This design comes from an exercise in tuning for small area on the open sky130 flow, not from production work. Where RTL was checked, it was by simulation tests only, not by an equivalence proof against the original. No activity file was given, so power comes from the tool's default toggle rates. No driver is modelled on the clock port, so clocking that relies on it looks cheaper here than on a real chip.

== birch ==
==> module UART_FIFO, before the edit <==
module UART_FIFO (clk, rst, wr_en, wr_data, rd_en, rd_data, empty, full, head);
    input clk, rst, wr_en, rd_en;
    input [7:0] wr_data;
    output empty, full;
    output reg [7:0] rd_data;
    output [7:0] head;
    reg [127:0] mem;
    reg [4:0] last;
    assign empty = (last == 5'b11111);
    assign full  = (last == 5'b01111);
    wire [7:0] g0, g1, g2, g3;
    UART_MUX4 m0 (.a(mem[7:0]),    .b(mem[15:8]),   .c(mem[23:16]),  .d(mem[31:24]),  .s(last[1:0]), .y(g0));
    UART_MUX4 m1 (.a(mem[39:32]),  .b(mem[47:40]),  .c(mem[55:48]),  .d(mem[63:56]),  .s(last[1:0]), .y(g1));
    UART_MUX4 m2 (.a(mem[71:64]),  .b(mem[79:72]),  .c(mem[87:80]),  .d(mem[95:88]),  .s(last[1:0]), .y(g2));
    UART_MUX4 m3 (.a(mem[103:96]), .b(mem[111:104]), .c(mem[119:112]), .d(mem[127:120]), .s(last[1:0]), .y(g3));
    UART_MUX4 m4 (.a(g0), .b(g1), .c(g2), .d(g3), .s(last[3:2]), .y(head));
    wire do_wr = wr_en & ~full;
    wire do_rd = rd_en & ~empty;
    always @ (posedge clk) begin
        if (do_wr)
            mem <= {mem[119:0], wr_data};
    end
    always @ (posedge clk) begin
        if (rst) begin
            rd_data <= 8'd0;
            last <= 5'b11111;
        end
        else begin
            if (do_wr & ~do_rd)
                last <= last + 1'b1;
            else if (do_rd & ~do_wr)
                last <= last - 1'b1;
            if (do_rd)
                rd_data <= head;
        end
    end
endmodule
==> module UART_MUX4, before the edit <==
module UART_MUX4 (a, b, c, d, s, y);
    input [7:0] a, b, c, d;
    input [1:0] s;
    output [7:0] y;
    assign y = s[1] ? (s[0] ? d : c) : (s[0] ? b : a);
endmodule
clock: 20.0 ns
lec_check: 0
cap_margin: 20
core_margin: 2
core_utilization: 55
slew_margin: 20
synth_hierarchical: 1
synth_minimum_keep_size: 0
standard.sh (not shown) runs the stock make flow with config.mk's settings and CLKGATE_MAP_FILE= SYNTH_SCRIPT=/design/flow/synth_recipe.tcl, a recipe that flattens the netlist after the stock synthesis.
==> flow/flow/run.sh <==
#!/bin/bash
# Own flow: the standard synthesis, then the standard ORFS steps with
#  - cells downsized to their smallest equivalent before placement (flow/downsize.tcl),
#  - port buffers made with buf_1,
#  - a clock tree of small clock buffers without dummy loads.
set -euo pipefail
HERE=$(pwd)
bash standard.sh synth > synth.log 2>&1
export PRE_GLOBAL_PLACE_TCL=$HERE/flow/downsize.tcl
export BUFFER_PORTS_ARGS="-buffer_cell sky130_fd_sc_hd__buf_1"
export CTS_ARGS="-sink_clustering_enable -repair_clock_nets -buf_list {sky130_fd_sc_hd__clkbuf_16} -sink_clustering_size 34 -sink_clustering_max_diameter 100 -dont_use_dummy_load"
bash standard.sh > layout.log 2>&1
==> flow/flow/downsize.tcl <==
# Area recovery before placement: give every cell the smallest-area cell of the same function
# and pins (its drive strength may change; a register stays the same kind of register). Repair
# later in the flow upsizes or buffers again where slew, capacitance or timing need it.
set lib [lindex [get_libs *] 0]
sta::make_equiv_cells $lib
set dont_use_pat {probe|lpflow|clkdlybuf|dlygate|dlymetal|clkbuf|clkinv}
set saved 0.0
set n 0
foreach inst [[ord::get_db_block] getInsts] {
  set master [$inst getMaster]
  if { [$master getType] ne "CORE" } { continue }
  set name [$master getName]
  set cell [get_lib_cells -quiet $name]
  if { $cell eq "" } { continue }
  set best $name
  set best_area [expr { [$master getWidth] * [$master getHeight] }]
  foreach eq [sta::find_equiv_cells $cell] {
    set en [get_name $eq]
    if { [regexp $dont_use_pat $en] } { continue }
    set m [[ord::get_db] findMaster $en]
    if { $m eq "NULL" } { continue }
    set a [expr { [$m getWidth] * [$m getHeight] }]
    if { $a < $best_area } { set best $en; set best_area $a }
  }
  if { $best ne $name } {
    set old [expr { [$master getWidth] * [$master getHeight] }]
    set saved [expr { $saved + $old - $best_area }]
    incr n
    replace_cell [$inst getName] $best
  }
}
set dbu [[ord::get_db_block] getDbUnitsPerMicron]
puts "downsize: $n cells replaced, [expr { $saved / $dbu / $dbu }] um2 saved"
Input-level comparison between cedar and birch:
--- a/flow/design.v
+++ b/flow/design.v
@@ -21,14 +21,24 @@
     reg [127:0] mem;
     reg [4:0] last;
     assign empty = (last == 5'b11111);
     assign full  = (last == 5'b01111);
-    wire [7:0] g0, g1, g2, g3;
-    UART_MUX4 m0 (.a(mem[7:0]),    .b(mem[15:8]),   .c(mem[23:16]),  .d(mem[31:24]),  .s(last[1:0]), .y(g0));
-    UART_MUX4 m1 (.a(mem[39:32]),  .b(mem[47:40]),  .c(mem[55:48]),  .d(mem[63:56]),  .s(last[1:0]), .y(g1));
-    UART_MUX4 m2 (.a(mem[71:64]),  .b(mem[79:72]),  .c(mem[87:80]),  .d(mem[95:88]),  .s(last[1:0]), .y(g2));
-    UART_MUX4 m3 (.a(mem[103:96]), .b(mem[111:104]), .c(mem[119:112]), .d(mem[127:120]), .s(last[1:0]), .y(g3));
-    UART_MUX4 m4 (.a(g0), .b(g1), .c(g2), .d(g3), .s(last[3:2]), .y(head));
+    wire [15:0] sel = 16'd1 << last[3:0];
+    wire [7:0] p0, p1, p2, p3, p4, p5, q0, q1;
+    UART_AOI222 s0 (.a(mem[7:0]),     .b(mem[15:8]),    .c(mem[23:16]),
+                    .sa(sel[0]),  .sb(sel[1]),  .sc(sel[2]),  .y(p0));
+    UART_AOI222 s1 (.a(mem[31:24]),   .b(mem[39:32]),   .c(mem[47:40]),
+                    .sa(sel[3]),  .sb(sel[4]),  .sc(sel[5]),  .y(p1));
+    UART_AOI222 s2 (.a(mem[55:48]),   .b(mem[63:56]),   .c(mem[71:64]),
+                    .sa(sel[6]),  .sb(sel[7]),  .sc(sel[8]),  .y(p2));
+    UART_AOI222 s3 (.a(mem[79:72]),   .b(mem[87:80]),   .c(mem[95:88]),
+                    .sa(sel[9]),  .sb(sel[10]), .sc(sel[11]), .y(p3));
+    UART_AOI222 s4 (.a(mem[103:96]),  .b(mem[111:104]), .c(mem[119:112]),
+                    .sa(sel[12]), .sb(sel[13]), .sc(sel[14]), .y(p4));
+    UART_NAND2  s5 (.a(mem[127:120]), .sa(sel[15]), .y(p5));
+    UART_NAND3  n0 (.a(p0), .b(p1), .c(p2), .y(q0));
+    UART_NAND3  n1 (.a(p3), .b(p4), .c(p5), .y(q1));
+    assign head = q0 | q1;
     wire do_wr = wr_en & ~full;
     wire do_rd = rd_en & ~empty;
     always @ (posedge clk) begin
         if (do_wr)
@@ -48,13 +58,24 @@
                 rd_data <= head;
         end
     end
 endmodule
-module UART_MUX4 (a, b, c, d, s, y);
-    input [7:0] a, b, c, d;
-    input [1:0] s;
+module UART_AOI222 (a, b, c, sa, sb, sc, y);
+    input [7:0] a, b, c;
+    input sa, sb, sc;
     output [7:0] y;
-    assign y = s[1] ? (s[0] ? d : c) : (s[0] ? b : a);
+    assign y = ~((a & {8{sa}}) | (b & {8{sb}}) | (c & {8{sc}}));
+endmodule
+module UART_NAND2 (a, sa, y);
+    input [7:0] a;
+    input sa;
+    output [7:0] y;
+    assign y = ~(a & {8{sa}});
+endmodule
+module UART_NAND3 (a, b, c, y);
+    input [7:0] a, b, c;
+    output [7:0] y;
+    assign y = ~(a & b & c);
 endmodule
 `timescale 1ns / 1ps
 module UART_TX (clk, S_tick, tx_start, rst, din, head, tx, tx_done_tick);
     input clk, tx_start, rst;
Findings:
- Area share of buffers outside the clock network essentially unchanged between birch and cedar.
- Between birch and cedar, pin count of the biggest net entering global routing decreased.
- Die boundary height: cedar < birch
- Compared with birch, combinational power in cedar decreased by a few percent.
- For cedar and birch, there was not a single run that failed to finish clean.
- Diff birch -> cedar: sum of routed wire length over all layers increased about 13%, final area now sits lower.
- Setup slack of the worst register-to-register path is higher on birch
- Critical path depth for cedar is lower than for birch.
- Compared with birch, cedar has less setup slack.
- Summary of cedar over birch: final HPWL from detailed placement grew by 2700 um; first-pass GRT wire length grew by 9.5%.
The RTL of birch was laid out without a check of its function.

[re-timing with driven ports]
No port has a modelled driver above. Below, the same layouts with a new extraction and two added sets of constraints.
Step 1, drivers: a clkbuf_16 drives clk and a buf_2 each remaining input, both assumed.
Step 2, shift: input delay + t, output delay - t, t = (earliest + latest rising clock arrival at the registers) / 2. This alone moves slack from input paths to output paths.
Three values: no drivers, after step 1, after step 2; two values: the first two.
run	t, ns	slack for setup (ns)	hold slack, ns
birch	0.524	13.845 / 13.797 / 13.460	0.370 / 0.370 / 0.370
cedar	0.529	13.778 / 13.732 / 13.694	0.365 / 0.365 / 0.365
After both steps setup and hold are still met in every run listed. For birch, which loses most, drivers alone change the setup slack by -0.048 ns; drivers and shift together by -0.385 ns.
